This is an optimization exercise on Yosys and OpenROAD, whose aim is small area, a short achievable clock period and few clock cycles, not a production implementation. Only simulation tests tie the RTL to the original design; equivalence was not proved. Power is estimated from default activity; no workload was simulated.

==> flow/config.mk <==
export PLATFORM = sky130hd
export DESIGN_NAME = dm_cache_controller
export DESIGN_NICKNAME = dm_cache_controller
export VERILOG_FILES = /design/flow/design.v
export SDC_FILE = /design/flow/constraint.sdc
export NUM_CORES = 4
export LEC_CHECK = 0
export CAP_MARGIN = 20
export CORE_MARGIN = 2
export CORE_UTILIZATION = 40
export CTS_CLUSTER_DIAMETER = 60
export CTS_CLUSTER_SIZE = 24
export SETUP_SLACK_MARGIN = 2.0
export SLEW_MARGIN = 20
==> flow/constraint.sdc <==
create_clock -name core_clock -period 5.0 [get_ports {clk}]
set_input_delay 1.0000 -clock core_clock [delete_from_list [all_inputs] [get_ports {clk}]]
set_output_delay 1.0000 -clock core_clock [all_outputs]
set_load 0.01 [all_outputs]
==> flow/design.v <==
module dm_cache_tag (
    input           clk,
    input           rst,
    input  [15:0]   req_line,      
    input           req_valid,
    input           req_write,
    input  [23:0]   req_tag,
    input  [15:0]   fill_line,     
    input           fill,
    input           fill_dirty,
    output [383:0]  tags,
    output [15:0]   valid,
    output [15:0]   dirty
);
reg [23:0] tag_mem [0:15];
reg [15:0] valid_r, dirty_r;
genvar i;
generate
    for (i = 0; i < 16; i = i + 1) begin : g_line
        always @(posedge clk)
            if (req_valid & req_line[i])
                tag_mem[i] <= req_tag;
        always @(posedge clk)
            if (rst)
                valid_r[i] <= 1'b0;
            else if (fill & fill_line[i])
                valid_r[i] <= 1'b1;
        always @(posedge clk)
            if (fill & fill_line[i])
                dirty_r[i] <= fill_dirty;
            else if (req_write & req_line[i])
                dirty_r[i] <= 1'b1;
        assign tags[i*24 +: 24] = tag_mem[i];
    end
endgenerate
assign valid = valid_r;
assign dirty = dirty_r;
endmodule
module dm_cache_data (
    input           clk,
    input  [15:0]   req_line,      
    input  [3:0]    req_word,      
    input           req_write,     
    input  [31:0]   req_data,
    input  [15:0]   fill_line,     
    input  [3:0]    fill_word,     
    input           fill,
    input  [127:0]  fill_data,
    output [2047:0] lines
);
reg [127:0] mem [0:15];
wire [127:0] din = fill ? fill_data : {4{req_data}};
genvar i, w;
generate
    for (i = 0; i < 16; i = i + 1) begin : g_line
        for (w = 0; w < 4; w = w + 1) begin : g_word
            always @(posedge clk)
                if ((fill & fill_line[i] & fill_word[w]) |
                    (req_write & req_line[i] & req_word[w]))
                    mem[i][w*32 +: 32] <= din[w*32 +: 32];
        end
        assign lines[i*128 +: 128] = mem[i];
    end
endgenerate
endmodule
`timescale 1ns/1ns
module dm_cache_controller (
    input clk,
    input rst,
    input               cpu_req_valid_i,
    input               cpu_req_rw_i,
    input [31:0]        cpu_req_addr_i,
    input [31:0]        cpu_req_data_i,
    output              cpu_data_ready_o,
    output [31:0]       cpu_data_o,
    input               mem_ready_i,
    input  [127:0]      mem_data_i,
    output              mem_req_valid_o,
    output              mem_req_rw_o,
    output [31:0]       mem_req_addr_o,
    output [127:0]      mem_req_data_o
);
wire [23:0] req_tag = cpu_req_addr_i[31:8];
wire [15:0] req_line = 16'b1 << cpu_req_addr_i[7:4];
wire [3:0]  req_word = 4'b1 << cpu_req_addr_i[3:2];
wire        req_write = cpu_req_valid_i & cpu_req_rw_i;
reg  [23:0] rtag;
reg  [3:0]  ridx;
reg  [15:0] rline;       
reg  [3:0]  rword;       
reg         rrw;
reg         wait_wb;     
reg         wait_rd;     
reg         ready_r;
reg  [31:0] data_r;
reg         mvalid_r;
reg         mrw_r;
reg  [27:0] maddr_r;
reg  [127:0] mdata_r;
wire [383:0]  tags;
wire [15:0]   valid, dirty;
wire [2047:0] lines;
wire fill    = wait_rd & mem_ready_i;
wire wb_done = wait_wb & mem_ready_i;
reg  [127:0] line;
reg  [23:0]  vtag;
reg          vvalid, vdirty;
integer k;
always @(*) begin
    line = 128'b0;
    vtag = 24'b0;
    vvalid = 1'b0;
    vdirty = 1'b0;
    for (k = 0; k < 16; k = k + 1) begin
        line   = line   | (lines[k*128 +: 128] & {128{req_line[k]}});
        vtag   = vtag   | (tags[k*24 +: 24]    & {24{req_line[k]}});
        vvalid = vvalid | (valid[k] & req_line[k]);
        vdirty = vdirty | (dirty[k] & req_line[k]);
    end
end
wire hit = vvalid & (vtag == req_tag);
wire victim_dirty = vvalid & vdirty;
wire [31:0] req_word_data = (line[31:0]   & {32{req_word[0]}}) | (line[63:32]  & {32{req_word[1]}}) |
                            (line[95:64]  & {32{req_word[2]}}) | (line[127:96] & {32{req_word[3]}});
wire [31:0] fill_word_data = (mem_data_i[31:0]   & {32{rword[0]}}) | (mem_data_i[63:32]  & {32{rword[1]}}) |
                             (mem_data_i[95:64]  & {32{rword[2]}}) | (mem_data_i[127:96] & {32{rword[3]}});
assign cpu_data_ready_o = ready_r;
assign cpu_data_o       = data_r;
assign mem_req_valid_o  = mvalid_r | wb_done;
assign mem_req_rw_o     = mrw_r;
assign mem_req_addr_o   = {maddr_r, 4'b0};
assign mem_req_data_o   = mdata_r;
dm_cache_tag cache_tag (
    .clk(clk),
    .rst(rst),
    .req_line(req_line),
    .req_valid(cpu_req_valid_i),
    .req_write(req_write),
    .req_tag(req_tag),
    .fill_line(rline),
    .fill(fill),
    .fill_dirty(rrw),
    .tags(tags),
    .valid(valid),
    .dirty(dirty)
);
dm_cache_data cache_data (
    .clk(clk),
    .req_line(req_line),
    .req_word(req_word),
    .req_write(req_write),
    .req_data(cpu_req_data_i),
    .fill_line(rline),
    .fill_word(rrw ? ~rword : 4'b1111),
    .fill(fill),
    .fill_data(mem_data_i),
    .lines(lines)
);
always @(posedge clk) begin
    if (cpu_req_valid_i) begin
        rtag  <= req_tag;
        ridx  <= cpu_req_addr_i[7:4];
        rline <= req_line;
        rword <= req_word;
        rrw   <= cpu_req_rw_i;
    end
end
always @(posedge clk) begin
    data_r  <= fill ? fill_word_data : req_word_data;
    mdata_r <= line;
    maddr_r <= cpu_req_valid_i ? (victim_dirty ? {vtag, cpu_req_addr_i[7:4]} : cpu_req_addr_i[31:4])
                               : {rtag, ridx};
    mrw_r   <= cpu_req_valid_i & victim_dirty;
end
always @(posedge clk) begin
    if (rst) begin
        ready_r  <= 1'b0;
        mvalid_r <= 1'b0;
        wait_wb  <= 1'b0;
        wait_rd  <= 1'b0;
    end else begin
        ready_r  <= (cpu_req_valid_i & hit) | fill;
        mvalid_r <= cpu_req_valid_i & ~hit;
        if (cpu_req_valid_i & ~hit) begin
            wait_wb <= victim_dirty;
            wait_rd <= ~victim_dirty;
        end else if (wb_done) begin
            wait_wb <= 1'b0;
            wait_rd <= 1'b1;
        end else if (fill)
            wait_rd <= 1'b0;
    end
end
endmodule
==> flow/run.sh <==
#!/bin/bash
# synth_recipe.tcl (not shown) runs the flow's synth.tcl, then flattens the netlist and writes it again
# the make line also repeats each setting of config.mk as NAME=value (left out here)
make -C /OpenROAD-flow-scripts/flow DESIGN_CONFIG=/design/flow/config.mk WORK_HOME=/design/flow/orfs CLKGATE_MAP_FILE= SYNTH_SCRIPT=/design/flow/synth_recipe.tcl finish
==> results of run 1 <==
==> where the power goes <==
part           switching (mW)  internal [mW]  total (mW)
clock                    8.59           7.62        16.2
sequential              0.240           25.7        26.0
combinational            3.19           1.74        4.93
==> synth_stat cells (20+ instances only) <==
library cell / instances
o21a_1: 27
mux4_2: 31
mux2i_1: 124
buf_1: 55
nor2_1: 94
buf_2: 88
a221oi_1: 199
and3_1: 84
edfxtp_1: 2497
xnor2_1: 20
o22ai_1: 91
a22o_1: 201
a222oi_1: 38
nand3_1: 66
clkbuf_1: 202
a22oi_1: 674
a21oi_1: 67
nand2_1: 445
nand4_1: 124
o21ai_0: 83
dfxtp_1: 209
==> state kept, by name, indices dropped and copies added (netlist names) <==
name,cells
ready_r,1
cache_tag.dirty_r,16
data_r,32
wait_rd,1
mdata_r,128
mvalid_r,1
cache_tag.tag_mem,384
rtag,24
maddr_r,28
mrw_r,1
wait_wb,1
ridx,4
rline,16
cache_data.mem,2048
cache_tag.valid_r,16
rrw,1
rword,4
==> how the worst max path moves through the flow <==
| stage | start | end | slack (ns) | depth (start not counted) |
|---|---|---|---|---|
| 2_1_floorplan | cpu_req_addr_i[7] | cache_data.mem[0][64] | 1.27 | 11 |
| 3_3_place_gp | cpu_req_addr_i[6] | data_r[19] | 0.23 | 14 |
| 3_5_place_dp | cpu_req_addr_i[6] | data_r[19] | 0.26 | 14 |
| 4_1_cts | cpu_req_addr_i[7] | wait_wb | 1.72 | 13 |
| 5_1_grt | cpu_req_addr_i[7] | wait_wb | 1.63 | 13 |
| 6_report | cpu_req_addr_i[6] | wait_wb | 1.64 | 12 |
==> cells by family (layout without fill, tap and decap cells) <==
| logic type | Yosys count | after routing |
|---|---|---|
| XOR/XNOR | 23 | 23 |
| flip-flops | 2706 | 2706 |
| buffers and inverters | 395 | 1385 |
| AO/OA/AOI/OAI | 1466 | 1466 |
| multiplexers | 176 | 176 |
| other | 1 | 33 |
| AND/OR/NAND/NOR | 932 | 933 |
==> critical path, stage by stage <==
cell and delay (ns):
buf_16 0.14, buf_12 0.15, nor2b_2 0.16, buf_6 0.14
a22o_1 0.22, a222oi_1 0.45, nand3_2 0.29, xnor2_2 0.28
nand2_1 0.14, or4_4 0.53, or4_4 0.54, o211ai_2 0.07
==> final cells by class <==
cell class | count | area [sq um] | share of cell area, %
multi-input cells | 2602 | 20500 | 16.9
repair inverters | 4 | 53.8 | 0.0443
well taps | 3312 | 4140 | 3.41
clock inverters | 132 | 1840 | 1.51
repair buffers | 1041 | 11200 | 9.20
flip-flops and latches | 2706 | 79200 | 65.1
diodes | 29 | 72.6 | 0.0597
clock buffers | 183 | 4400 | 3.62
inverters | 25 | 228 | 0.187
==> timing repair <==
item	4_1_cts	5_1_grt
setup buffers	121	100
cloned	10	23
gates resized for setup	131	166
setup endpoints to repair	978	263
pin swaps	41	75
==> metal layers <==
layer / vias up / wire length [microns] / global-route usage, %
li1: 25200 / - / -
met5: - / 61 / 0
met4: 10 / 22000 / 14.0
met3: 789 / 44700 / 5.81
met1: 32800 / 132000 / 36.8
met2: 4792 / 172000 / 44.3
==> per-stage QoR <==
step / cells / hold WS (ns) / util, % / worst slack, ns / total power, mW
final: 10000 / 0.392 / 49.4 / 1.64 / 47.1
after global routing: 10000 / 0.355 / 49.4 / 1.63 / 48.1
after CTS: 9882 / 0.371 / 48.5 / 1.72 / 46.9
after global placement: 9436 / 0.443 / 45.2 / 0.227 / 30.8
after floorplan: 5702 / 0.422 / - / 1.27 / 28.2
after detailed placement: 9436 / 0.436 / 45.2 / 0.262 / 30.8
==> impl_results.md, run 1 <==
- CTS Buf Count: around 170
- Final hold vios: 0
- Worst r2r path cells: 10
- Slew HR: between 20% and 30%
- Yosys cell types: 81
- Hold EP: ridx[1]
- Main synth FF type: edfxtp_1
- Post-DP HPWL: between 200000 and 250000 microns
- Yosys top cell area share: approximately three quarters
- Crit path required time: ~5.8 ns
- Gr usage total: between 20% and 30%
- Status: no timing/DRC/antenna violations
- Proportion of synthesized area in mux cells: under 10%
- Root Buffer: clkbuf_16
- First-pass GRT wire length: 485000 microns
- Hold path depth: 1
- Post-synthesis sequential area ratio: around four fifths
- Die area: around 0.25 sq mm
- Crit share post-route: ~67%
- Via density: approximately 6.3
- Setup TNS Final: 0 ns
- R2R Setup Slk: between 1.5 and 2 ns
- Post-synth top area cell: edfxtp_1
- Clock transition at the registers of the reported paths: 0.09 ns
- Critical path type: in -> reg
- Fillers: approximately 20000
- DRT Wirelength: 371000 microns
- Largest net degree at the start of global routing: roughly 120
- Simple-gate share of the synthesized area: under 10%
- H-tree levels: 4
- Cells after synthesis: about 5700
- Initial DRC Count: about 10000
- # port buffers: between 300 and 400
- Starting Density: just over 40%
- Chip height: 502 microns
- Most common cell after layout, fill and taps aside: edfxtp_1
- Worst vdd ir: 0.360 mV
- Finished layout cell area: around 0.12 sq mm
- Fmax: 298 MHz
- Final Skew: roughly 0.046 ns
- Final RePlAce weighted congestion: approximately 0.88
- Avg Inst Size Synth: around 17 sq um
- Largest family of logic cells by synthesized area: compound AO/OA/AOI/OAI gates
- XOR/XNOR Fraction of Synth Area: less than 1%
- Total grt overflow: 0
- Async SR Flop Fraction: 0%
- Arr. time, crit path: approximately 4.2 ns
- First drt pass iteration count: 8
- Hold path start: cpu_req_addr_i[5]
- Compound-Gate Fraction of Synth Area: between 10% and 20%
- RSZ-0062 raised after global routing: true
- Fraction of layout cells with a size suffix above 1: 20.1%
- Mapped Area: slightly below 0.1 sq mm
- Core box area: ~0.25 sq mm
- Worst Tran Pin Value: approximately 1.1 ns
- Via Count: between 60000 and 70000
- Die Wd: 502 microns
- Rows: 182
- CTS tree: yes
- Max cap viols: 0
- Initial antenna violation count: 33
- Syn-to-layout area delta: 22.8%
- Yosys reg bits: roughly 2700
- Setup crit start kind: input pin
- Final ANT Viol Nets: 0
- Crit-path max FO: 11
- Drt drc: 0
- Final setup viols: 0
- Clock Sink Count: 2706
- Layout Nets: 6749
- Syn. warnings: 5
- Synth Area in Adders: 0%
- Reg-to-reg startpoint: cache_tag.tag_mem[0][2]
- Hold-fix buffers, CTS: 0
- Number of synthesized flops with an enable pin: 2497
- CTS max path bufs: 3
- Area after DPL: 0.111 sq mm
- Number of global-route vias before repair: approximately 60000
- Worst setup EP type: flop
- R2r endpoint: wait_wb
- Largest cells by area after synthesis: edfxtp_1 76%, a22oi_1 5.1%, dfxtp_1 4.2%, a22o_1 1.8%, a221oi_1 1.8%
- PwrDens: about 390 mW/mm^2
- Most frequent cells in the layout: 2497 x edfxtp_1, 663 x a22oi_1, 445 x buf_4, 425 x nand2_1, 376 x clkdlybuf4s50_1
- Hold Crit Class: in -> reg
- Fin. max-slew vios: 0
- Tmin final: about 3.4 ns
- Ports: a little under 400
- Clk Latency, worst-skew pair: 0.88 ns
- Routed WL per cell: around 37 microns
- P_leak: 39.5 nW
Testbench counts, summed over its fixed seeds: cycles 54,992.
==> inputs of run 2 (changes only) <==
--- a/flow/config.mk
+++ b/flow/config.mk
@@ -7,7 +7,7 @@
 export LEC_CHECK = 0
 export CAP_MARGIN = 20
 export CORE_MARGIN = 2
-export CORE_UTILIZATION = 40
+export CORE_UTILIZATION = 55
 export CTS_CLUSTER_DIAMETER = 60
 export CTS_CLUSTER_SIZE = 24
 export SETUP_SLACK_MARGIN = 2.0
==> run 2 against run 1 <==
Net effect: non-clock buffer count is 84 higher; clock power fell by 7%; sequential share of layout area increased by 0.33 points; setup slack worse by 0.12 ns; register-to-register slack got worse by 0.20 ns; synthesized area unchanged; critical path type unchanged; largest power group unchanged.
==> impl_results.md, run 2 <==
- Final setup margin: 1.52 ns (-0.120 ns)
- Critical path's slowest cell: nor3b_1
- Tmin final: 3.48 ns (+0.120 ns)
- Largest net degree at the start of global routing: 98 (-19%)
- Post-synth top area cell: edfxtp_1
- GRT met3 Usage: 7.04% (+1.2 points)
- R2r endpoint: wait_wb
- Fin. max-slew vios: 0 (unchanged)
- PwrDens: 382 mW/mm^2 (-1.5%)
- Fmax: 288 MHz (-3.5%)
- Crit-path max FO: 7 (-4)
- CTS tree: yes
- Post-DP HPWL: 211000 microns (-1.9%)
- Core box area: 0.179 sq mm (-27%)
- Yosys reg bits: 2706 (unchanged)
- Reg with most FFs: cache_data.mem
- Psw: 11.6 mW (-3.1%)
- Yosys cell types: 81 (unchanged)
- Met1 Usage GRT: 53.3% (+17 points)
- Sw frac: 25.2% (-0.29 points)
- Syn. warnings: 5 (unchanged)
- Final ANT Viol Nets: 0 (unchanged)
- Most common cell in the netlist: edfxtp_1
- Yosys top cell area share: 75.7% (unchanged)
- Status: no timing/DRC/antenna violations
- Via density: 7.00 (+11%)
- Critical path type: in -> reg
- Chip height: 428 microns (-15%)
- Crit path largest cell delay: 0.64 ns (+0.10 ns)
- Initial antenna violation count: 28 (-15%)
- Starting Density: 55.5% (+15 points)
- Final RePlAce weighted congestion: 0.975 (+10%)
- P_leak: 39.8 nW (+0.76%)
- Hold path start: rtag[7]
- Most common cell after layout, fill and taps aside: edfxtp_1
- Crit path required time: 5.79 ns (about the same)
- Die Wd: 428 microns (-15%)
- Total grt overflow: 0 (unchanged)
- Grt peak-use layer: met2
- First-pass GRT wire length: 485000 microns (about the same)
- Crit path from: cpu_req_addr_i[4]
- Clock Sink Count: 2706 (unchanged)
- Routed WL per cell: 40.8 microns (+10%)
- Reg-to-reg startpoint: cache_tag.tag_mem[15][0]
- Worst r2r path cells: 9 (-1)
- Utilization after layout: 67.7% (+18 points)
- Gr usage total: 38.6% (+11 points)
- Most frequent cells in the layout: 2497 x edfxtp_1, 656 x a22oi_1, 509 x buf_4, 425 x nand2_1, 377 x clkdlybuf4s50_1
- Worst Tran Pin Value: 1.08 ns (-0.0594 ns)
- Avg Inst Size Synth: 17.4 sq um (unchanged)
- Number of synthesized flops with an enable pin: 2497 (unchanged)
- H-tree levels: 4 (unchanged)
- Post-synthesis sequential area ratio: 79.9% (unchanged)
- Crit share post-route: 69.5% (+2.4 points)
- Comb power frac: 11.0% (+0.5 points)
- Setup TNS Final: 0 ns (unchanged)
- Hold EP: maddr_r[11]
- Async SR Flop Fraction: 0% (unchanged)
- Ports: 392 (unchanged)
- Drt drc: 0 (unchanged)
- DRT Wirelength: 373000 microns (+0.58%)
- Sequential share of power: 56.2% (+1.1 points)
- Mapped Area: 0.0990 sq mm (unchanged)
- Initial DRC Count: 11400 (+14%)
- Rows: 155 (-15%)
- CTS Buf Count: 166 (-3.5%)
- Die area: 0.183 sq mm (-27%)
- Cell Chain, Critical Path: buf_16 > buf_4 > nor3b_1 > a221oi_2 > o2111ai_2 > xnor2_1 > buf_4 > nand4_1 > or4_4 > or4_4 > o211ai_2
- Number of flip-flops under the largest register name: 2048 (unchanged)
- Slew HR: 27.6% (+3.7 points)
- Worst vdd ir: 0.419 mV (+16%)
- Largest cells by area after synthesis: edfxtp_1 76%, a22oi_1 5.1%, dfxtp_1 4.2%, a22o_1 1.8%, a221oi_1 1.8%
- Hold Crit Class: reg -> reg
- Top cells by count, synth: 2497 x edfxtp_1, 674 x a22oi_1, 445 x nand2_1
- Worst setup EP type: flop
- # port buffers: 385 (unchanged)
- Root Buffer: clkbuf_16
- DP Worst Slack: 0.255 ns (-0.00682 ns)
- Hold Worst Slack: 0.442 ns (+0.0502 ns)
- R2R Setup Slk: 1.67 ns (-0.20 ns)
- Regs by FF count: cache_data.mem: 2048 flops, cache_tag.tag_mem: 384 flops, mdata_r: 128 flops
- Final Skew: 0.0347 ns (-0.0116 ns)
- Hold path depth: 2 (+1)
- Arr. time, crit path: 4.27 ns (+0.11 ns)
- Fraction of layout cells with a size suffix above 1: 20.8% (+0.75 points)
- Max cap viols: 0 (unchanged)
- Setup crit start kind: input pin
- Clk Latency, worst-skew pair: 0.88 ns (about the same)
- Internal Power: 34.5 mW (-1.6%)
- Final hold vios: 0 (unchanged)
- RSZ-0062 raised after global routing: true
- Final setup viols: 0 (unchanged)
- Main synth FF type: edfxtp_1
- CTS max path bufs: 3 (unchanged)
- Cells after synthesis: 5699 (unchanged)
- Clock share of power: 32.8% (-1.6 points)
- Met2 Track Usage GR: 59.8% (+16 points)
- Number of global-route vias before repair: 58400 (-0.57%)
- Via Count: 64000 (+0.67%)
- Clock transition at the registers of the reported paths: 0.08 ns (about the same)
- Hold-fix buffers, CTS: 0 (unchanged)
- Total power: 46.2 mW (-2.0%)
- Layout Nets: 6834 (+1.3%)
- Syn-to-layout area delta: 22.1%
- First drt pass iteration count: 6 (-2)
-- run 2: worst max path at each step --
stage                             to  slack (ns)  cells past startpoint
5_1_grt                      wait_wb        1.57                     12
2_1_floorplan  cache_data.mem[0][64]        1.27                     11
3_5_place_dp                 wait_wb        0.26                     11
4_1_cts                      wait_wb        1.74                     12
6_report                     wait_wb        1.52                     11
3_3_place_gp                 wait_wb        0.28                     12
-- run 2: cells by family after synthesis --
kind of cell,Yosys count,share of synthesized area (%)
buffers and inverters,395,1.74
AO/OA/AOI/OAI,1466,11.3
other,1,0.00379
flip-flops,2706,79.9
AND/OR/NAND/NOR,932,4.57
XOR/XNOR,23,0.211
multiplexers,176,2.20
-- run 2: routing by layer --
metal	wire [microns]	part of all wire, %	vias up
li1	-	-	25300
met1	133000	36	33100
met2	170000	46	4813
met3	46400	12	807
met4	22700	6.1	6
met5	34	0.0091	-
-- run 2: area by class of cell --
class / count / area (sq um)
sequential: 2706 / 79200
multi-input combinational: 2604 / 20500
antenna: 14 / 35.0
timing repair buffer: 1125 / 12300
timing repair inverter: 9 / 135
clock buffer: 193 / 4380
clock inverter: 108 / 1230
fill: 12100 / 57700
inverter: 25 / 264
tap: 2355 / 2950
-- run 2: timing repair --
action	4_1_cts	5_1_grt
pin swaps	47	79
buffers inserted	134	156
gates resized for setup	122	145
endpoints found under the hold margin	0	0
cloned	16	36
endpoints found under the setup margin	477	499
-- run 2: critical path, delay by kind of cell --
family,cells,cell delay (ns)
simple gates,4,1.96
xor+xnor,1,0.19
buf+inv,3,0.46
compound gates,3,0.63
-- run 2: stage by stage --
step,cells,instance area [sq um]
after floorplan,5702,102000
after CTS,8933,118000
after global placement,8481,110000
after global routing,9127,121000
after detailed placement,8482,110000
final,9139,121000
-- run 2: power groups by stage --
stage,registers [mW],logic [mW],clock network (mW)
after global routing,26.0,5.11,15.9
after floorplan,26.5,1.69,0
after detailed placement,26.5,4.40,0
final,26.0,5.06,15.1
after CTS,26.0,4.68,15.1
after global placement,26.4,4.36,0
==> inputs of run 3 (changes only) <==
--- a/flow/config.mk
+++ b/flow/config.mk
@@ -7,8 +7,5 @@
 export LEC_CHECK = 0
 export CAP_MARGIN = 20
 export CORE_MARGIN = 2
-export CORE_UTILIZATION = 55
-export CTS_CLUSTER_DIAMETER = 60
-export CTS_CLUSTER_SIZE = 24
-export SETUP_SLACK_MARGIN = 2.0
+export CORE_UTILIZATION = 40
 export SLEW_MARGIN = 20
==> run 3 against run 2 <==
Net effect: sequential share of layout area is 0.13 points higher; total power rose by 13%; final cell count up 9.6%; sequential power about the same; critical path depth is 2 higher; setup slack lost 0.51 ns; count of clock-buffer cells in the layout is 189 higher; first-iteration DRC count fell by 3.6%; global-route usage decreased by 11 points; combinational power decreased by 12%; cell area down 0.20%; largest cell class unchanged.
==> impl_results.md, run 3 <==
- Die Wd: 502 microns (+17%)
- Critical path type: in -> reg
- Number of global-route vias before repair: 59900 (+2.5%)
- Status: no timing/DRC/antenna violations
- Final RePlAce weighted congestion: 0.871 (-11%)
- Setup crit start kind: input pin
- Layout Nets: 6665 (-2.5%)
- Final Skew: 0.0998 ns (+0.0651 ns)
- Post-synth top area cell: edfxtp_1
- Starting Density: 40.2% (-15 points)
- Avg Inst Size Synth: 17.4 sq um (unchanged)
- Initial DRC Count: 11000 (-3.6%)
- Syn-to-layout area delta: 21.9%
- Core box area: 0.246 sq mm (+38%)
- Max cap viols: 0 (unchanged)
- H-tree levels: 5 (+1)
- Post-CTS Setup Bufs: 0 (-100%)
- Largest net degree at the start of global routing: 99 (+1.0%)
- DRT Wirelength: 360000 microns (-3.5%)
- RSZ-0062 raised after global routing: false
- Yosys reg bits: 2706 (unchanged)
- Main synth FF type: edfxtp_1
- Post-DP HPWL: 215000 microns (+1.9%)
- Critical path's slowest cell: nor2b_4
- Reg with most FFs: cache_data.mem
- Fin. max-slew vios: 0 (unchanged)
- Via Count: 62700 (-2.0%)
- Chip height: 502 microns (+17%)
- Final non-filler cell total: 10000 (+9.6%)
- Number of flip-flops under the largest register name: 2048 (unchanged)
- Routed WL per cell: 35.9 microns (-12%)
- Inst Count DP: 9480 (+12%)
- Yosys cell types: 81 (unchanged)
- Rows: 182 (+17%)
- Most frequent cells in the layout: 2497 x edfxtp_1, 674 x a22oi_1, 444 x nand2_1, 379 x clkdlybuf4s50_1, 347 x buf_4
- Most common cell after layout, fill and taps aside: edfxtp_1
- CTS tree: yes
- Regs by FF count: cache_data.mem: 2048 flops, cache_tag.tag_mem: 384 flops, mdata_r: 128 flops
- Grt peak-use layer: met2
- Slew HR: 24.2% (-3.3 points)
- Drt drc: 0 (unchanged)
- First-pass GRT wire length: 487000 microns (+0.45%)
- Syn. warnings: 5 (unchanged)
- Crit path required time: 5.88 ns (+0.09 ns)
- Cell Chain, Critical Path: buf_2 > nor2b_4 > nand2_1 > inv_6 > buf_4 > a22oi_1 > nand4_1 > or3_1 > nor2_1 > nor3_1 > buf_4 > a211oi_1 > a31oi_1
- Mapped Area: 0.0990 sq mm (unchanged)
- Clock Sink Count: 2706 (unchanged)
- Total grt overflow: 0 (unchanged)
- P_leak: 39.1 nW (-1.8%)
- Largest cells by area after synthesis: edfxtp_1 76%, a22oi_1 5.1%, dfxtp_1 4.2%, a22o_1 1.8%, a221oi_1 1.8%
- Async SR Flop Fraction: 0% (unchanged)
- Via density: 6.26 (-11%)
- Number of synthesized flops with an enable pin: 2497 (unchanged)
- Crit-path max FO: 29 (+22)
- Top cells by count, synth: 2497 x edfxtp_1, 674 x a22oi_1, 445 x nand2_1
- Tmin final: 3.99 ns (+0.511 ns)
- Gr usage total: 28.0% (-11 points)
- Post-synthesis sequential area ratio: 79.9% (unchanged)
- Crit path largest cell delay: 0.70 ns (+0.06 ns)
- WP buf/inv: 4 (+1)
- # port buffers: 385 (unchanged)
- PwrDens: 431 mW/mm^2 (+13%)
- Cell mode on critical path: buf_4
- Clk Latency, worst-skew pair: 0.99 ns (+0.11 ns)
- Final ANT Viol Nets: 0 (unchanged)
- CTS Buf Count: 297 (+79%)
- Fraction of layout cells with a size suffix above 1: 15.5% (-5.3 points)
- Yosys top cell area share: 75.7% (unchanged)
- Worst setup EP type: flop
- GRT met3 Usage: 7.20% (+0.16 points)
- Most common cell in the netlist: edfxtp_1
- Die area: 0.252 sq mm (+37%)
- Final hold vios: 0 (unchanged)
- CTS max path bufs: 4 (+1)
- Arr. time, crit path: 4.86 ns (+0.59 ns)
- Setup TNS Final: 0 ns (unchanged)
- Cts repair resizes: 0 (-100%)
- Final setup viols: 0 (unchanged)
- Root Buffer: clkbuf_16
- Ports: 392 (unchanged)
- Fmax: 251 MHz (-13%)
- Crit share post-route: 79.7% (+10 points)
- Met1 Usage GRT: 37.3% (-16 points)
- Cells after synthesis: 5699 (unchanged)
- Clock transition at the registers of the reported paths: 0.06 ns (-0.02 ns)
- First drt pass iteration count: 8 (+2)
- Total power: 52.0 mW (+13%)
- Met2 Track Usage GR: 42.9% (-17 points)
- Family with the most delay on the worst path: simple AND/OR/NAND/NOR gates
- Worst Tran Pin Value: 1.14 ns (+0.0535 ns)
- Worst vdd ir: 0.355 mV (-15%)
- Hold Worst Slack: 0.457 ns (+0.0149 ns)
- Initial antenna violation count: 40 (+43%)
- Hold-fix buffers, CTS: 0 (unchanged)
- Hold Crit Class: reg -> reg
[run 3: cell counts after synthesis]
No cell type changed its count.
[run 3: through the flow]
stage	area, sq um	setup slack [ns]	utilization, %
6_report	121000	1.01	49.0
4_1_cts	121000	1.15	49.0
5_1_grt	121000	1.01	49.0
2_1_floorplan	99100	0.0757	-
3_3_place_gp	111000	0.225	45.2
3_5_place_dp	111000	0.140	45.2
[run 3: kinds of logic (layout without fill, tap and decap cells)]
| group | Yosys count | count (layout) | share of synthesized area, % |
|---|---|---|---|
| flops | 2706 | 2706 | 79.9 |
| compound gates | 1466 | 1466 | 11.3 |
| simple gates | 932 | 932 | 4.57 |
| buf+inv | 395 | 1371 | 1.74 |
| mux | 176 | 176 | 2.20 |
| xor+xnor | 23 | 23 | 0.211 |
| other cells | 1 | 28 | 0.00379 |
[run 3: final cells by class]
class                           instances  area (sq um)
Antenna cell                           24          60.1
Inverter                               25           135
Tap cell                             3312          4140
Clock buffer                          382          8150
Multi-Input combinational cell       2601         19200
Fill cell                           20200        125000
Sequential cell                      2706         79200
Clock inverter                        127          1310
Timing Repair Buffer                  837          8580
[run 3: worst paths after layout]
| check | startpoint | end | slack (ns) | depth (start not counted) |
|---|---|---|---|---|
| hold reg to reg | rtag[7] | maddr_r[11] | 0.46 | 2 |
| setup reg to reg | cache_tag.tag_mem[15][0] | wait_wb | 1.85 | 8 |
| hold / removal | rtag[7] | maddr_r[11] | 0.46 | 2 |
| setup / recovery | cpu_req_addr_i[4] | data_r[19] | 1.01 | 13 |
[run 3: metal layers]
layer | vias up | wire length (microns)
met2 | 4651 | 162000
met3 | 793 | 45200
met1 | 32300 | 132000
li1 | 25000 | -
met4 | 10 | 19700
met5 | - | 331
[run 3: tightest hold or removal path, stage by stage (launching register included)]
cell      delay (ns)
edfxtp_1        0.32
nand2_1         0.04
o21ai_0         0.06
[run 3: where the power goes]
part / internal (mW) / switching (mW) / leakage (nW)
registers: 25.8 / 0.249 / 24.5
logic: 1.42 / 3.01 / 10.0
clock network: 12.8 / 8.78 / 4.60
total: 40.0 / 12.0 / 39.1
==> inputs of run 4 (changes only) <==
--- a/flow/design.v
+++ b/flow/design.v
@@ -86,7 +86,6 @@
 wire        req_write = cpu_req_valid_i & cpu_req_rw_i;
 reg  [23:0] rtag;
 reg  [3:0]  ridx;
-reg  [15:0] rline;       
 reg  [3:0]  rword;       
 reg         rrw;
 reg         wait_wb;     
@@ -100,6 +99,7 @@
 wire [383:0]  tags;
 wire [15:0]   valid, dirty;
 wire [2047:0] lines;
+wire [15:0] rline = 16'b1 << ridx;
 wire fill    = wait_rd & mem_ready_i;
 wire wb_done = wait_wb & mem_ready_i;
 reg  [127:0] line;
@@ -118,7 +118,12 @@
         vdirty = vdirty | (dirty[k] & req_line[k]);
     end
 end
-wire hit = vvalid & (vtag == req_tag);
+reg hit;
+always @(*) begin
+    hit = 1'b0;
+    for (k = 0; k < 16; k = k + 1)
+        hit = hit | (req_line[k] & valid[k] & (tags[k*24 +: 24] == req_tag));
+end
 wire victim_dirty = vvalid & vdirty;
 wire [31:0] req_word_data = (line[31:0]   & {32{req_word[0]}}) | (line[63:32]  & {32{req_word[1]}}) |
                             (line[95:64]  & {32{req_word[2]}}) | (line[127:96] & {32{req_word[3]}});
@@ -160,7 +165,6 @@
     if (cpu_req_valid_i) begin
         rtag  <= req_tag;
         ridx  <= cpu_req_addr_i[7:4];
-        rline <= req_line;
         rword <= req_word;
         rrw   <= cpu_req_rw_i;
     end
--- a/flow/config.mk
+++ b/flow/config.mk
@@ -8,4 +8,7 @@
 export CAP_MARGIN = 20
 export CORE_MARGIN = 2
 export CORE_UTILIZATION = 40
+export CTS_CLUSTER_DIAMETER = 60
+export CTS_CLUSTER_SIZE = 24
+export SETUP_SLACK_MARGIN = 2.2
 export SLEW_MARGIN = 20
==> run 4 against run 3 <==
Net effect: synthesized cell count rose by 11%; global-route usage rose by 4.9 points; cell area rose by 4.1%; highest routed layer unchanged; hold slack got worse by 0.013 ns; utilization fell by 0.064 points; flip-flop and latch count fell by 16; sequential share of layout area fell by 2.9 points; clock skew fell by 0.0049 ns; critical path depth fell by 5.
==> impl_results.md, run 4 <==
- Layout Nets: 7278 (+9.2%)
- Cells after synthesis: 6318 (+11%)
- H-tree levels: 4 (-1)
- Total grt overflow: 0 (unchanged)
- Mapped Area: 0.103 sq mm (+4.2%)
- First drt pass iteration count: 8 (unchanged)
- Slew HR: 10.3% (-14 points)
- Crit-path max FO: 16 (-45%)
- Yosys reg bits: 2690 (-0.59%)
- Initial antenna violation count: 45 (+13%)
- Fmax: 339 MHz (+35%)
- RSZ-0062 raised after global routing: true
- Final setup margin: 2.05 ns (+1.03 ns)
- PwrDens: 367 mW/mm^2 (-15%)
- Fillers: 21300 (+5.8%)
- Crit share post-route: 59.1% (-21 points)
- Most common cell after layout, fill and taps aside: edfxtp_1
- Final setup viols: 0 (unchanged)
- Fin. max-slew vios: 0 (unchanged)
- Die Wd: 512 microns (+2.1%)
- Final Skew: 0.0949 ns (-0.00486 ns)
- Hold Crit Class: reg -> reg
- Avg Inst Size Synth: 16.3 sq um (-6.0%)
- Gr usage total: 32.9% (+4.9 points)
- CTS tree: yes
- Routed WL per cell: 41.8 microns (+16%)
- Status: no timing/DRC/antenna violations
- Yosys top cell area share: 72.2% (-3.5 points)
- Chip height: 512 microns (+2.1%)
- Largest net degree at the start of global routing: 142 (+43%)
- Via Count: 70300 (+12%)
- CTS Buf Count: 176 (-41%)
- Initial DRC Count: 13400 (+21%)
- Main synth FF type: edfxtp_1
- Worst vdd ir: 0.389 mV (+9.5%)
- Post-synth top area cell: edfxtp_1
- R2R Setup Slk: 2.14 ns (+0.29 ns)
- Root Buffer: clkbuf_16
- Clk Latency, worst-skew pair: 0.90 ns (-0.09 ns)
- Number of synthesized flops with an enable pin: 2481 (-0.64%)
- Crit path required time: 5.79 ns (-0.09 ns)
- Regs by FF count: cache_data.mem: 2048 flops, cache_tag.tag_mem: 384 flops, mdata_r: 128 flops
- Utilization after layout: 49.0% (-0.064 points)
- Via density: 6.60 (+5.3%)
- Final RePlAce weighted congestion: 0.957 (+9.8%)
- Post-DP HPWL: 268000 microns (+25%)
- Ports: 392 (unchanged)
- CTS max path bufs: 3 (-1)
- Async SR Flop Fraction: 0% (unchanged)
- Starting Density: 40.2% (about the same)
- Critical path type: in -> reg
- Yosys cell types: 74 (-8.6%)
- Most frequent cells in the layout: 2481 x edfxtp_1, 663 x a22oi_1, 480 x nand2_1, 382 x buf_4, 373 x xnor2_1
- Reg with most FFs: cache_data.mem
- Clock transition at the registers of the reported paths: 0.08 ns (+0.02 ns)
- Worst Tran Pin Value: 1.35 ns (+0.209 ns)
- DRT Wirelength: 445000 microns (+24%)
- Arr. time, crit path: 3.74 ns (-1.12 ns)
- Rows: 186 (+2.2%)
- Clock Sink Count: 2690 (-0.59%)
- Die area: 0.262 sq mm (+4.1%)
- DP Worst Slack: 0.408 ns (+0.268 ns)
- Max cap viols: 0 (unchanged)
- Fraction of layout cells with a size suffix above 1: 18.6% (+3.1 points)
- Number of flip-flops under the largest register name: 2048 (unchanged)
- Drt drc: 0 (unchanged)
- Worst setup EP type: flop
- Final ANT Viol Nets: 0 (unchanged)
- # port buffers: 385 (unchanged)
- Syn. warnings: 5 (unchanged)
- Setup crit start kind: input pin
- Tmin final: 2.95 ns (-1.03 ns)
- P_leak: 40.6 nW (+3.7%)
- Final hold vios: 0 (unchanged)
- First-pass GRT wire length: 582000 microns (+20%)
- Setup TNS Final: 0 ns (unchanged)
- Most common cell in the netlist: edfxtp_1
- Post-synthesis sequential area ratio: 76.3% (-3.7 points)
- Top cells by count, synth: 2481 x edfxtp_1, 680 x a22oi_1, 513 x nand2_1
- Largest cells by area after synthesis: edfxtp_1 72%, a22oi_1 4.9%, dfxtp_1 4.1%, xnor2_1 3.3%, nand2_1 1.9%
- Number of global-route vias before repair: 64400 (+7.5%)
- Syn-to-layout area delta: 21.8% (about the same)
- Core box area: 0.257 sq mm (+4.3%)
==> run 4: final timing paths <==
| path | start | depth (start not counted) | end |
|---|---|---|---|
| min | rtag[11] | 2 | maddr_r[15] |
| max | cpu_req_addr_i[5] | 8 | data_r[5] |
| max reg2reg | rword[2] | 4 | cache_data.mem[2][65] |
| min reg2reg | rtag[11] | 2 | maddr_r[15] |
==> run 4: report_power, final <==
group	internal, mW	switching, mW	total (mW)
combinational	1.53	3.06	4.59
clock	7.52	8.68	16.2
sequential	25.1	0.236	25.4
total	34.2	12.0	46.2
==> run 4: kinds of logic after synthesis <==
family / count (synthesis) / synth area share, %
simple gates: 1164 / 5.52
xor+xnor: 384 / 3.26
flops: 2690 / 76.3
other cells: 1 / 0.00363
compound gates: 1413 / 10.5
mux: 203 / 2.35
buf+inv: 463 / 2.08
==> run 4: what timing repair did <==
action	in CTS	in global routing
pin swaps	63	58
hold buffers	0	0
cloned	28	10
setup endpoints to repair	2555	219
resized for setup	265	124
setup buffers	133	41
hold endpoints to repair	0	0
==> run 4: per-stage QoR <==
step / total power, mW / instances / hold WS (ns) / instance area [sq um]
floorplan: 27.5 / 6321 / 0.421 / 105000
global placement: 30.0 / 10100 / 0.438 / 116000
detailed placement: 30.0 / 10100 / 0.438 / 116000
CTS: 45.9 / 10600 / 0.452 / 124000
global route: 47.0 / 10600 / 0.474 / 126000
finish: 46.2 / 10700 / 0.444 / 126000
==> run 4: layout make-up <==
type,instances,area (sq um),share of cell area [%]
Timing Repair Buffer,994,11300,9.03
Tap cell,3384,4230,3.37
Clock inverter,135,1700,1.35
Antenna cell,40,100,0.0796
Inverter,47,191,0.152
Clock buffer,196,4520,3.60
Multi-Input combinational cell,3172,24900,19.8
Sequential cell,2690,78700,62.6
==> run 4: per-layer routing <==
metal  track usage, %  wire [microns]
met1             42.3          152000
met2             48.7          194000
met3             8.75           62200
met4             22.5           36800
met5                0             135
==> run 4: worst max-delay path, cell delays in order <==
cell and delay (ns):
buf_16 0.15, buf_4 0.25, and3b_2 0.70, a22oi_1 0.13, and4_1 0.32, o211a_1 0.37, mux4_2 0.59, a21oi_1 0.16
Testbench counts of run 4, summed over its fixed seeds: cycles 54,992.
==> inputs of run 5 (changes only) <==
--- a/flow/config.mk
+++ b/flow/config.mk
@@ -7,8 +7,9 @@
 export LEC_CHECK = 0
 export CAP_MARGIN = 20
 export CORE_MARGIN = 2
-export CORE_UTILIZATION = 40
+export CORE_UTILIZATION = 50
 export CTS_CLUSTER_DIAMETER = 60
 export CTS_CLUSTER_SIZE = 24
+export PLACE_DENSITY = 0.65
 export SETUP_SLACK_MARGIN = 2.2
 export SLEW_MARGIN = 20
==> run 5 against run 4 <==
Net effect: still clean on timing, DRC and antenna; count of clock-buffer cells in the layout is 1 higher; sequential power about the same; register-to-register slack better by 0.02 ns; first-iteration DRC count shrank 1.1%; cell area decreased by 0.67%; total power fell by 0.76%; clock power fell by 2%; hold slack lost 0.019 ns; sequential share of layout area increased by 0.39 points; routed wire length shrank 1.5%; largest cell class unchanged; largest power group unchanged.
==> impl_results.md, run 5 <==
- Clk Latency, worst-skew pair: 0.89 ns (about the same)
- Post-synth top area cell: edfxtp_1
- Slew HR: 20.9% (+11 points)
- Number of global-route vias before repair: 64800 (+0.57%)
- Utilization after layout: 61.0% (+12 points)
- Cells after synthesis: 6318 (unchanged)
- Synth Area in Adders: 0% (unchanged)
- Layout Nets: 7331 (+0.73%)
- Status: no timing/DRC/antenna violations
- Met1 Usage GRT: 50.9% (+8.6 points)
- Proportion of synthesized area in mux cells: 2.35% (unchanged)
- DP Worst Slack: 0.485 ns (+0.0772 ns)
- Fillers: 15000 (-30%)
- H-tree levels: 4 (unchanged)
- Syn. warnings: 5 (unchanged)
- CTS Buf Count: 172 (-2.3%)
- Async SR Flop Fraction: 0% (unchanged)
- Crit path required time: 5.74 ns (-0.05 ns)
- DRT Wirelength: 438000 microns (-1.5%)
- Initial DRC Count: 13200 (-1.1%)
- Register area: 0.0787 sq mm (about the same)
- First drt pass iteration count: 6 (-2)
- Simple-gate share of the synthesized area: 5.52% (unchanged)
- Final Skew: 0.0512 ns (-0.0437 ns)
- Largest family of logic cells by synthesized area: compound AO/OA/AOI/OAI gates
- Most frequent cells in the layout: 2481 x edfxtp_1, 656 x a22oi_1, 480 x nand2_1, 439 x buf_4, 369 x xnor2_1
- Largest net degree at the start of global routing: 185 (+30%)
- Gr usage total: 40.4% (+7.4 points)
- Tmin final: 2.98 ns (+0.0264 ns)
- Hold Crit Class: in -> reg
- Setup crit start kind: input pin
- Final setup margin: 2.02 ns (-0.0264 ns)
- Yosys cell types: 74 (unchanged)
- Hold Worst Slack: 0.425 ns (-0.0191 ns)
- Worst Tran Pin Value: 1.19 ns (-0.158 ns)
- CTS max path bufs: 3 (unchanged)
- Number of flip-flops under the largest register name: 2048 (unchanged)
- Final ANT Viol Nets: 0 (unchanged)
- Initial antenna violation count: 42 (-6.7%)
- Via Count: 71000 (+0.99%)
- Met2 Track Usage GR: 59.4% (+11 points)
- Top cells by count, synth: 2481 x edfxtp_1, 680 x a22oi_1, 513 x nand2_1
- Final hold vios: 0 (unchanged)
- Syn-to-layout area delta: 21.0%
- Final setup viols: 0 (unchanged)
- GRT met3 Usage: 10.4% (+1.7 points)
- # port buffers: 385 (unchanged)
- Number of synthesized flops with an enable pin: 2481 (unchanged)
- Drt drc: 0 (unchanged)
- Clock transition at the registers of the reported paths: 0.09 ns (about the same)
- Grt peak-use layer: met2
- Most common cell in the netlist: edfxtp_1
- Post-synthesis sequential area ratio: 76.3% (unchanged)
- Ports: 392 (unchanged)
- Clock Sink Count: 2690 (unchanged)
- Max cap viols: 0 (unchanged)
- Hold-fix buffers, CTS: 0 (unchanged)
- Compound-Gate Fraction of Synth Area: 10.5% (unchanged)
- PwrDens: 367 mW/mm^2 (about the same)
- CTS tree: yes
- Fin. max-slew vios: 0 (unchanged)
- Multi-input logic area: 0.0250 sq mm (+0.35%)
- Total grt overflow: 0 (unchanged)
- Crit-path max FO: 10 (-6)
- Mapped Area: 0.103 sq mm (unchanged)
- Core box area: 0.205 sq mm (-20%)
- Via density: 7.09 (+7.4%)
- Die area: 0.210 sq mm (-20%)
- Post-DP HPWL: 266000 microns (-0.68%)
- P_leak: 40.5 nW (about the same)
- Yosys reg bits: 2690 (unchanged)
- XOR/XNOR Fraction of Synth Area: 3.26% (unchanged)
- Rows: 166 (-11%)
- Routed WL per cell: 43.7 microns (+4.7%)
- Largest cells by area after synthesis: edfxtp_1 72%, a22oi_1 4.9%, dfxtp_1 4.1%, xnor2_1 3.3%, nand2_1 1.9%
- Fraction of layout cells with a size suffix above 1: 19.0% (+0.36 points)
- Regs by FF count: cache_data.mem: 2048 flops, cache_tag.tag_mem: 384 flops, mdata_r: 128 flops
- Critical path type: in -> reg
- RSZ-0062 raised after global routing: true
- Main synth FF type: edfxtp_1
- Avg Inst Size Synth: 16.3 sq um (unchanged)
- Fmax: 336 MHz (-0.89%)
- Reg with most FFs: cache_data.mem
- Worst vdd ir: 0.397 mV (+2.0%)
- Final RePlAce weighted congestion: 0.978 (+2.2%)
- Arr. time, crit path: 3.72 ns (-0.02 ns)
- Setup TNS Final: 0 ns (unchanged)
- Most common cell after layout, fill and taps aside: edfxtp_1
- Total power: 45.8 mW (-0.76%)
- Root Buffer: clkbuf_16
- First-pass GRT wire length: 569000 microns (-2.3%)
- Worst setup EP type: flop
- Starting Density: 50.4% (+10 points)
- Yosys top cell area share: 72.2% (unchanged)
- Die Wd: 458 microns (-10%)
- Chip height: 458 microns (-10%)
- R2R Setup Slk: 2.16 ns (+0.02 ns)
- Crit share post-route: 59.6% (+0.53 points)
run 5: cell types whose count changed in the layout (fill, tap and decap cells not counted), sizes merged, moves of 8 or more:
cell | before | now
clkinv | 55 | 40
dlygate4sd2 | 65 | 30
dlymetal6s2s | 18 | 10
clkinvlp | 17 | 6
clkdlybuf4s50 | 280 | 326
buf | 592 | 648
diode | 40 | 62
run 5: repair_timing:
item                                    in CTS  in global routing
pin swaps                                   44                 61
gates cloned                                18                 17
setup buffers                              107                 84
endpoints found under the setup margin    2301                128
gates resized for setup                    191                174
run 5: per-stage QoR:
step | std cells | area [sq um]
4_1_cts | 9858 | 123000
6_report | 10000 | 125000
3_3_place_gp | 9420 | 115000
5_1_grt | 9997 | 125000
2_1_floorplan | 6321 | 105000
3_5_place_dp | 9421 | 115000
run 5: cells by family after synthesis:
family	count (synthesis)
AO/OA/AOI/OAI	1413
XOR/XNOR	384
buffers and inverters	463
flip-flops	2690
multiplexers	203
other	1
AND/OR/NAND/NOR	1164
run 5: path summary, 6_finish.rpt:
| kind | depth (start not counted) | end | start |
|---|---|---|---|
| setup / recovery | 11 | data_r[31] | cpu_req_addr_i[6] |
| hold reg to reg | 2 | cache_tag.valid_r[2] | cache_tag.valid_r[2] |
| setup reg to reg | 4 | cache_data.mem[6][108] | ridx[1] |
| hold / removal | 1 | rtag[19] | cpu_req_addr_i[27] |
run 5: power breakdown:
group,switching (mW),total [mW],internal (mW)
combinational,3.07,4.65,1.58
sequential,0.215,25.4,25.1
clock,8.40,15.8,7.42
total,11.7,45.8,34.1
run 5: final cells by class:
cell class | instances | share of cell area [%]
flip-flops and latches | 2690 | 63.0
multi-input cells | 3173 | 20.0
repair buffers | 1050 | 9.24
clock buffers | 197 | 3.62
well taps | 2688 | 2.69
clock inverters | 115 | 1.15
inverters | 47 | 0.151
diodes | 62 | 0.124
run 5: critical path, stage by stage:
cell	delay, ns
buf_16	0.14
buf_12	0.17
buf_4	0.16
nand3b_1	0.14
buf_12	0.15
buf_6	0.27
o32ai_1	0.14
a221o_1	0.28
nor3_1	0.75
mux4_2	0.40
a21oi_1	0.06
run 5: per-layer routing:
layer  part of all wire (%)  wire length [microns]
met4                    9.7                  42300
met1                     32                 141000
met5                  0.051                    225
met2                     44                 191000
met3                     14                  63200
==> inputs of run 6 (changes only) <==
==> flow/flow/run.sh (new file) <==
#!/bin/bash
# Standard layout (the standard.sh: standard synthesis and the ORFS flow),
# with two changes: the port buffers are plain buffers instead of delay
# buffers, and clock tree synthesis inserts no dummy loads.
set -euo pipefail
export BUFFER_PORTS_ARGS="-buffer_cell sky130_fd_sc_hd__buf_1"
export CTS_ARGS="-sink_clustering_enable -repair_clock_nets -sink_clustering_size 24 -sink_clustering_max_diameter 60 -buf_list sky130_fd_sc_hd__clkbuf_16 -dont_use_dummy_load"
bash standard.sh > flow_standard.log 2>&1
==> flow/standard.sh (new file) <==
#!/bin/bash
# synth_recipe.tcl (not shown) runs the flow's synth.tcl, then flattens the netlist and writes it again
# the make line also repeats each setting of config.mk as NAME=value (left out here)
make -C /OpenROAD-flow-scripts/flow DESIGN_CONFIG=/design/flow/config.mk WORK_HOME=/design/flow/orfs CLKGATE_MAP_FILE= SYNTH_SCRIPT=/design/flow/synth_recipe.tcl "${@:-finish}"
--- a/flow/config.mk
+++ b/flow/config.mk
@@ -7,9 +7,8 @@
 export LEC_CHECK = 0
 export CAP_MARGIN = 20
 export CORE_MARGIN = 2
-export CORE_UTILIZATION = 50
+export CORE_UTILIZATION = 40
 export CTS_CLUSTER_DIAMETER = 60
 export CTS_CLUSTER_SIZE = 24
-export PLACE_DENSITY = 0.65
-export SETUP_SLACK_MARGIN = 2.2
+export SETUP_SLACK_MARGIN = 2.5
 export SLEW_MARGIN = 20
removed: flow/run.sh
==> run 6 against run 5 <==
Net effect: synthesized area did not move; sequential share of layout area fell by 1.3 points; sequential power barely moved; cell area is 2.1% higher.
==> impl_results.md, run 6 <==
- P_leak: 41.2 nW (+1.7%)
- Final Skew: 0.156 ns (+0.104 ns)
- Fillers: 21100 (+41%)
- Max cap viols: 0 (unchanged)
- Number of global-route vias before repair: 65700 (+1.4%)
- Yosys cell types: 74 (unchanged)
- Ports: 392 (unchanged)
- Arr. time, crit path: 3.61 ns (-0.11 ns)
- Post-synth top area cell: edfxtp_1
- First-pass GRT wire length: 608000 microns (+6.9%)
- Total grt overflow: 0 (unchanged)
- Worst Tran Pin Value: 1.11 ns (-0.0725 ns)
- Clock transition at the registers of the reported paths: 0.07 ns (-0.02 ns)
- Crit share post-route: 58.9% (-0.68 points)
- Utilization after layout: 49.6% (-11 points)
- Mapped Area: 0.103 sq mm (unchanged)
- Final non-filler cell total: 10800 (+7.7%)
- Number of flip-flops under the largest register name: 2048 (unchanged)
- Via Count: 72200 (+1.6%)
- Main synth FF type: edfxtp_1
- Status: no timing/DRC/antenna violations
- Final setup margin: 2.05 ns (+0.0340 ns)
- H-tree levels: 4 (unchanged)
- Psw: 10.9 mW (-6.6%)
- Yosys top cell area share: 72.2% (unchanged)
- Fin. max-slew vios: 0 (unchanged)
- Sequential share of power: 57.8% (+2.5 points)
- Total power: 43.9 mW (-4.2%)
- Post-synthesis sequential area ratio: 76.3% (unchanged)
- Async SR Flop Fraction: 0% (unchanged)
- Hold-fix buffers, CTS: 0 (unchanged)
- Fmax: 339 MHz (+1.2%)
- Largest net degree at the start of global routing: 164 (-11%)
- Regs by FF count: cache_data.mem: 2048 flops, cache_tag.tag_mem: 384 flops, mdata_r: 128 flops
- Core box area: 0.257 sq mm (+25%)
- RSZ-0062 raised after global routing: true
- # port buffers: 385 (unchanged)
- Crit path required time: 5.67 ns (-0.07 ns)
- Most frequent cells in the layout: 2481 x edfxtp_1, 619 x a22oi_1, 495 x buf_4, 454 x nand2_1, 358 x xnor2_1
- Die Wd: 512 microns (+12%)
- Die area: 0.262 sq mm (+25%)
- Final setup viols: 0 (unchanged)
- Cells after synthesis: 6318 (unchanged)
- Reg with most FFs: cache_data.mem
- First drt pass iteration count: 7 (+1)
- Worst vdd ir: 0.465 mV (+17%)
- Starting Density: 40.2% (-10 points)
- CTS Buf Count: 177 (+2.9%)
- CTS max path bufs: 3 (unchanged)
- Comb power frac: 11.2% (+1.1 points)
- Drt drc: 0 (unchanged)
- Routed WL per cell: 43.2 microns (-1.1%)
- Tmin final: 2.95 ns (-0.0340 ns)
- Number of synthesized flops with an enable pin: 2481 (unchanged)
- Fraction of layout cells with a size suffix above 1: 23.8% (+4.8 points)
- Final RePlAce weighted congestion: 0.966 (-1.2%)
- Top cells by count, synth: 2481 x edfxtp_1, 680 x a22oi_1, 513 x nand2_1
- Worst setup EP type: flop
- Critical path type: in -> reg
- Post-DP HPWL: 273000 microns (+2.5%)
- Hold Crit Class: reg -> reg
- Root Buffer: clkbuf_16
- Syn-to-layout area delta: 23.5%
- Most common cell in the netlist: edfxtp_1
- Final hold vios: 0 (unchanged)
- Largest cells by area after synthesis: edfxtp_1 72%, a22oi_1 4.9%, dfxtp_1 4.1%, xnor2_1 3.3%, nand2_1 1.9%
- Initial antenna violation count: 41 (-2.4%)
- Layout Nets: 7593 (+3.6%)
- Clk Latency, worst-skew pair: 0.94 ns (+0.05 ns)
- Crit-path max FO: 31 (+21)
- PwrDens: 344 mW/mm^2 (-6.2%)
- Gr usage total: 34.6% (-5.7 points)
- Via density: 6.68 (-5.7%)
- Rows: 186 (+12%)
- Final ANT Viol Nets: 0 (unchanged)
- Clock Sink Count: 2690 (unchanged)
- Clock share of power: 30.9% (-3.6 points)
- Internal Power: 33.0 mW (-3.4%)
- Setup crit start kind: input pin
- Slew HR: 25.7% (+4.8 points)
- Avg Inst Size Synth: 16.3 sq um (unchanged)
- DRT Wirelength: 467000 microns (+6.5%)
- Syn. warnings: 5 (unchanged)
- CTS tree: yes
- Inst Count DP: 10100 (+6.9%)
- Most common cell after layout, fill and taps aside: edfxtp_1
- Initial DRC Count: 14200 (+7.1%)
- Sw frac: 24.9% (-0.62 points)
- DP Worst Slack: -0.00538 ns (-0.491 ns)
- Chip height: 512 microns (+12%)
- Yosys reg bits: 2690 (unchanged)
## run 6: routing by layer
layer / vias to the layer above / share of wire, % / global-route usage (%)
met2: 6771 / 43 / 51.1
li1: 27400 / - / -
met4: 24 / 8.7 / 23.4
met1: 36500 / 33 / 43.6
met5: - / 0.034 / 0
met3: 1438 / 15 / 11.0
## run 6: final timing paths
| path | from | end | slack, ns | depth (start not counted) |
|---|---|---|---|---|
| worst max-delay path | cpu_req_addr_i[7] | data_r[18] | 2.05 | 9 |
| worst min-delay path | rtag[19] | maddr_r[23] | 0.44 | 2 |
| worst max register to register | cache_tag.tag_mem[2][6] | wait_wb | 2.38 | 7 |
| worst min register to register | rtag[19] | maddr_r[23] | 0.44 | 2 |
## run 6: through the flow
stage | setup TNS, ns | instance area (sq um) | hold WS, ns
after floorplan | 0 | 106000 | 0.421
after global placement | 0 | 113000 | 0.434
after detailed placement | -0.00538 | 113000 | 0.433
after CTS | 0 | 126000 | 0.438
after global routing | 0 | 127000 | 0.471
final | 0 | 127000 | 0.438
## run 6: cells by family after synthesis
| family | Yosys count | synth area share, % |
|---|---|---|
| AO/OA/AOI/OAI | 1413 | 10.5 |
| XOR/XNOR | 384 | 3.26 |
| buffers and inverters | 463 | 2.08 |
| flip-flops | 2690 | 76.3 |
| multiplexers | 203 | 2.35 |
| other | 1 | 0.00363 |
| AND/OR/NAND/NOR | 1164 | 5.52 |
## run 6: layout make-up
| class | count | area, sq um | area share [%] |
|---|---|---|---|
| tap | 3384 | 4230 | 3.32 |
| antenna | 20 | 50.0 | 0.0393 |
| clock buffer | 177 | 4430 | 3.48 |
| multi-input combinational | 3174 | 26300 | 20.7 |
| sequential | 2690 | 78700 | 61.8 |
| timing repair buffer | 1306 | 13500 | 10.6 |
| inverter | 47 | 210 | 0.165 |
## run 6: timing repair
item / 4_1_cts / 5_1_grt
setup buffers: 384 / 68
cloned: 70 / 4
pin swaps: 199 / 122
resized for setup: 673 / 161
setup endpoints to repair: 2568 / 418
## run 6: power by group through the flow
stage / combinational, mW / sequential [mW] / clock, mW
after floorplan: 1.68 / 25.9 / 0
after global placement: 3.86 / 25.9 / 0
after detailed placement: 3.89 / 25.9 / 0
after CTS: 4.62 / 25.4 / 13.5
after global routing: 4.94 / 25.4 / 14.2
final: 4.93 / 25.4 / 13.6
## run 6: critical path, stage by stage
cell       delay (ns)
clkbuf_16        0.15
buf_12           0.27
nor2b_4          0.23
buf_6            0.35
a32oi_1          0.30
o21ai_1          0.32
nor4_4           0.07
nor3_4           0.44
o31a_1           0.38
==> inputs of run 7 (changes only) <==
--- a/flow/config.mk
+++ b/flow/config.mk
@@ -10,5 +10,5 @@
 export CORE_UTILIZATION = 40
 export CTS_CLUSTER_DIAMETER = 60
 export CTS_CLUSTER_SIZE = 24
-export SETUP_SLACK_MARGIN = 2.5
+export SETUP_SLACK_MARGIN = 2.2
 export SLEW_MARGIN = 20
==> run 7 against run 6 <==
Net effect: sequential share of layout area rose by 2.0 points; synthesized area is the same; utilization decreased by 1.6 points; still clean on timing, DRC and antenna; cell area decreased by 3.2%; final cell count shrank 1.5%; count of clock-buffer cells in the layout increased by 3; clock skew increased by 0.0049 ns; total power shrank 0.80%; largest cell class unchanged; global-route usage is 2.1 points lower; routed wire length shrank 3.9%.
==> impl_results.md, run 7 <==
- Final Skew: 0.160 ns (+0.00490 ns)
- Syn. warnings: 5 (unchanged)
- Top cells by count, synth: 2481 x edfxtp_1, 680 x a22oi_1, 513 x nand2_1
- Synth Area in Adders: 0% (unchanged)
- CTS max path bufs: 3 (unchanged)
- P_leak: 39.4 nW (-4.6%)
- Inst Count DP: 10100 (+0.099%)
- Final RePlAce weighted congestion: 0.940 (-2.7%)
- Via Count: 70800 (-1.9%)
- Largest family of logic cells by synthesized area: compound AO/OA/AOI/OAI gates
- Max cap viols: 0 (unchanged)
- Yosys cell types: 74 (unchanged)
- Final hold vios: 0 (unchanged)
- Final ANT Viol Nets: 0 (unchanged)
- Root Buffer: clkbuf_16
- Worst setup EP type: flop
- Post-synth top area cell: edfxtp_1
- Initial antenna violation count: 28 (-32%)
- Clock Sink Count: 2690 (unchanged)
- Chip height: 512 microns (unchanged)
- Fraction of layout cells with a size suffix above 1: 19.2% (-4.5 points)
- Setup TNS Final: 0 ns (unchanged)
- Internal Power: 32.8 mW (-0.44%)
- Simple-gate share of the synthesized area: 5.52% (unchanged)
- Main synth FF type: edfxtp_1
- CTS tree: yes
- Clock share of power: 31.5% (+0.6 points)
- Avg Inst Size Synth: 16.3 sq um (unchanged)
- Reg-to-reg startpoint: rword[3]
- Fillers: 21600 (+2.3%)
- Async SR Flop Fraction: 0% (unchanged)
- H-tree levels: 4 (unchanged)
- Critical path type: in -> reg
- R2r endpoint: cache_data.mem[10][97]
- Final non-filler cell total: 10600 (-1.5%)
- Cells after synthesis: 6318 (unchanged)
- Hold path start: rtag[23]
- Number of global-route vias before repair: 63800 (-2.9%)
- Crit-path max FO: 9 (-71%)
- Mapped Area: 0.103 sq mm (unchanged)
- Clock transition at the registers of the reported paths: 0.06 ns (about the same)
- Clk Latency, worst-skew pair: 0.90 ns (-0.04 ns)
- Core box area: 0.257 sq mm (unchanged)
- Status: no timing/DRC/antenna violations
- Layout Nets: 7420 (-2.3%)
- DP Worst Slack: 0.455 ns (+0.460 ns)
- Hold Crit Class: reg -> reg
- Gr usage total: 32.5% (-2.1 points)
- Die Wd: 512 microns (unchanged)
- Ports: 392 (unchanged)
- Hold path depth: 2 (unchanged)
- First drt pass iteration count: 8 (+1)
- Number of flip-flops under the largest register name: 2048 (unchanged)
- Post-DP HPWL: 270000 microns (-0.84%)
- PwrDens: 353 mW/mm^2 (+2.4%)
- RSZ-0062 raised after global routing: true
- CTS Buf Count: 180 (+1.7%)
- Sw frac: 24.6% (-0.27 points)
- Regs by FF count: cache_data.mem: 2048 flops, cache_tag.tag_mem: 384 flops, mdata_r: 128 flops
- First-pass GRT wire length: 577000 microns (-5.2%)
- Reg with most FFs: cache_data.mem
- Yosys reg bits: 2690 (unchanged)
- XOR/XNOR Fraction of Synth Area: 3.26% (unchanged)
- Rows: 186 (unchanged)
- R2R Setup Slk: 2.20 ns (-0.18 ns)
- Most common cell in the netlist: edfxtp_1
- Initial DRC Count: 13600 (-3.8%)
- Die area: 0.262 sq mm (unchanged)
- Total grt overflow: 0 (unchanged)
- Worst r2r path cells: 4 (-3)
- Fin. max-slew vios: 0 (unchanged)
- Yosys top cell area share: 72.2% (unchanged)
- Slew HR: 26.1% (+0.41 points)
- Number of synthesized flops with an enable pin: 2481 (unchanged)
- Worst Tran Pin Value: 1.11 ns (-0.00611 ns)
- Most frequent cells in the layout: 2481 x edfxtp_1, 651 x a22oi_1, 474 x nand2_1, 447 x buf_4, 377 x xnor2_1
- DRT Wirelength: 449000 microns (-3.9%)
- Psw: 10.7 mW (-1.9%)
- Arr. time, crit path: 3.70 ns (+0.09 ns)
- Setup crit start kind: input pin
- Crit share post-route: 61.4% (+2.5 points)
- Sequential share of power: 58.3% (+0.5 points)
- Starting Density: 40.2% (unchanged)
- Largest cells by area after synthesis: edfxtp_1 72%, a22oi_1 4.9%, dfxtp_1 4.1%, xnor2_1 3.3%, nand2_1 1.9%
- Hold-fix buffers, CTS: 0 (unchanged)
- Hold EP: maddr_r[27]
- Via density: 6.66 (-0.39%)
- Crit path required time: 5.64 ns (-0.03 ns)
- Drt drc: 0 (unchanged)
- Final setup viols: 0 (unchanged)
- Syn-to-layout area delta: 19.6%
- Post-synthesis sequential area ratio: 76.3% (unchanged)
- Most common cell after layout, fill and taps aside: edfxtp_1
- Compound-Gate Fraction of Synth Area: 10.5% (unchanged)
- Largest net degree at the start of global routing: 142 (-13%)
- Final setup margin: 1.93 ns (-0.123 ns)
- Proportion of synthesized area in mux cells: 2.35% (unchanged)
- Comb power frac: 10.2% (-1.0 points)
- Worst vdd ir: 0.441 mV (-5.1%)
- Routed WL per cell: 42.2 microns (-2.4%)
- Fmax: 326 MHz (-4.0%)
- # port buffers: 385 (unchanged)
- Crit path from: cpu_req_addr_i[7]
- Tmin final: 3.07 ns (+0.123 ns)
-- run 7: cell counts after synthesis --
No cell type changed its count.
-- run 7: worst max-delay path, cell delays in order --
cell and delay, ns:
clkbuf_16 0.15, buf_4 0.14, buf_12 0.13, buf_4 0.19, nor2b_4 0.20, buf_4 0.21, a22o_1 0.24, a22oi_1 0.30
nand4_1 0.22, o211ai_1 0.61, a31oi_2 0.29
-- run 7: what timing repair did --
item | 4_1_cts | 5_1_grt
cloned | 20 | 22
hold endpoints to repair | 0 | 0
gates resized for setup | 143 | 224
setup buffers | 132 | 166
pin swaps | 59 | 90
setup endpoints to repair | 1790 | 236
-- run 7: cells by family (layout without fill, tap and decap cells) --
group / after synthesis / count (layout)
flip-flops: 2690 / 2690
AO/OA/AOI/OAI: 1413 / 1413
AND/OR/NAND/NOR: 1164 / 1170
buffers and inverters: 463 / 1357
XOR/XNOR: 384 / 384
multiplexers: 203 / 203
other: 1 / 31
-- run 7: per-stage QoR --
stage                     util [%]  instance area [sq um]  power, mW  hold slack (ns)
after CTS                     46.9                 120000       43.1            0.451
after global placement        44.2                 113000       29.6            0.433
final                         48.1                 123000       43.5            0.448
after detailed placement      44.2                 113000       29.7            0.437
after floorplan                  -                 105000       27.5            0.421
after global routing          48.1                 123000       44.3            0.464
-- run 7: per-layer routing --
metal / wire [microns] / global-route usage, %
met1: 151000 / 41.6
met2: 197000 / 49.2
met3: 61600 / 7.61
met4: 38300 / 22.3
met5: 182 / 0.347
-- run 7: worst max path at each step --
| stage | endpoint | cells past startpoint | slack [ns] |
|---|---|---|---|
| final | data_r[3] | 11 | 1.93 |
| after global routing | data_r[29] | 13 | 1.96 |
| after CTS | data_r[30] | 11 | 1.98 |
| after detailed placement | data_r[3] | 12 | 0.45 |
| after global placement | data_r[7] | 8 | 0.39 |
| after floorplan | data_r[30] | 10 | 1.90 |
-- run 7: area by class of cell --
class,instances,area (sq um),area share [%]
Multi-Input combinational cell,3174,25200,20.4
Tap cell,3384,4230,3.43
Antenna cell,27,67.6,0.0548
Timing Repair Buffer,1130,10600,8.55
Sequential cell,2690,78700,63.8
Clock buffer,180,4500,3.65
Inverter,47,189,0.153
-- run 7: power by group through the flow --
stage	Sequential, mW	Combinational [mW]	Clock, mW
3_5_place_dp	25.9	3.81	0
6_report	25.4	4.46	13.7
5_1_grt	25.4	4.49	14.4
4_1_cts	25.4	4.09	13.6
2_1_floorplan	25.9	1.65	0
3_3_place_gp	25.9	3.77	0

separate check: timing with driven ports:
The flow's constraints put no driver on any port. The routed layouts listed below were extracted and timed again, unchanged, in two steps.
Step 1 (the two cells are an assumption about what drives the block):
set clk [get_ports {clk}]
set_driving_cell -lib_cell sky130_fd_sc_hd__clkbuf_16 $clk
set_driving_cell -lib_cell sky130_fd_sc_hd__buf_2 [delete_from_list [all_inputs] $clk]
Step 2 adds t to the input delays and takes it off the output delays; t is the mean of the earliest and latest rising clock arrival at the registers after step 1. Input paths then give back, and output paths get back, about the clock's delay inside the block.
a / b / c = ideal / step 1 / step 2; a / b = the first two.
| run | shift t [ns] | slack for setup (ns) | hold slack, ns | worst register clock-pin slew, ns | cell pins on the clock port's net |
|---|---|---|---|---|---|
| run 1 | 0.957 | 1.645 / 1.541 / 0.584 | 0.392 / 0.424 / 0.462 | 0.11 / 0.11 | 1 |
| run 2 | 0.951 | 1.524 / 1.400 / 0.449 | 0.442 / 0.442 / 0.442 | 0.10 / 0.10 | 1 |
| run 3 | 1.032 | 1.014 / 1.078 / 0.047 | 0.457 / 0.453 / 0.457 | 0.07 / 0.07 | 1 |
| run 4 | 0.952 | 2.046 / 1.794 / 0.842 | 0.444 / 0.444 / 0.444 | 0.10 / 0.10 | 1 |
| run 5 | 0.953 | 2.020 / 1.962 / 1.010 | 0.425 / 0.387 / 0.454 | 0.10 / 0.10 | 1 |
| run 6 | 0.954 | 2.054 / 1.769 / 0.815 | 0.438 / 0.404 / 0.438 | 0.10 / 0.10 | 1 |
| run 7 | 0.927 | 1.931 / 1.870 / 0.942 | 0.448 / 0.423 / 0.448 | 0.10 / 0.10 | 1 |
After both steps every run listed still meets setup and hold. The setup slack of run 6, which loses most, moves by -0.285 ns with the drivers and by -1.239 ns with both steps.
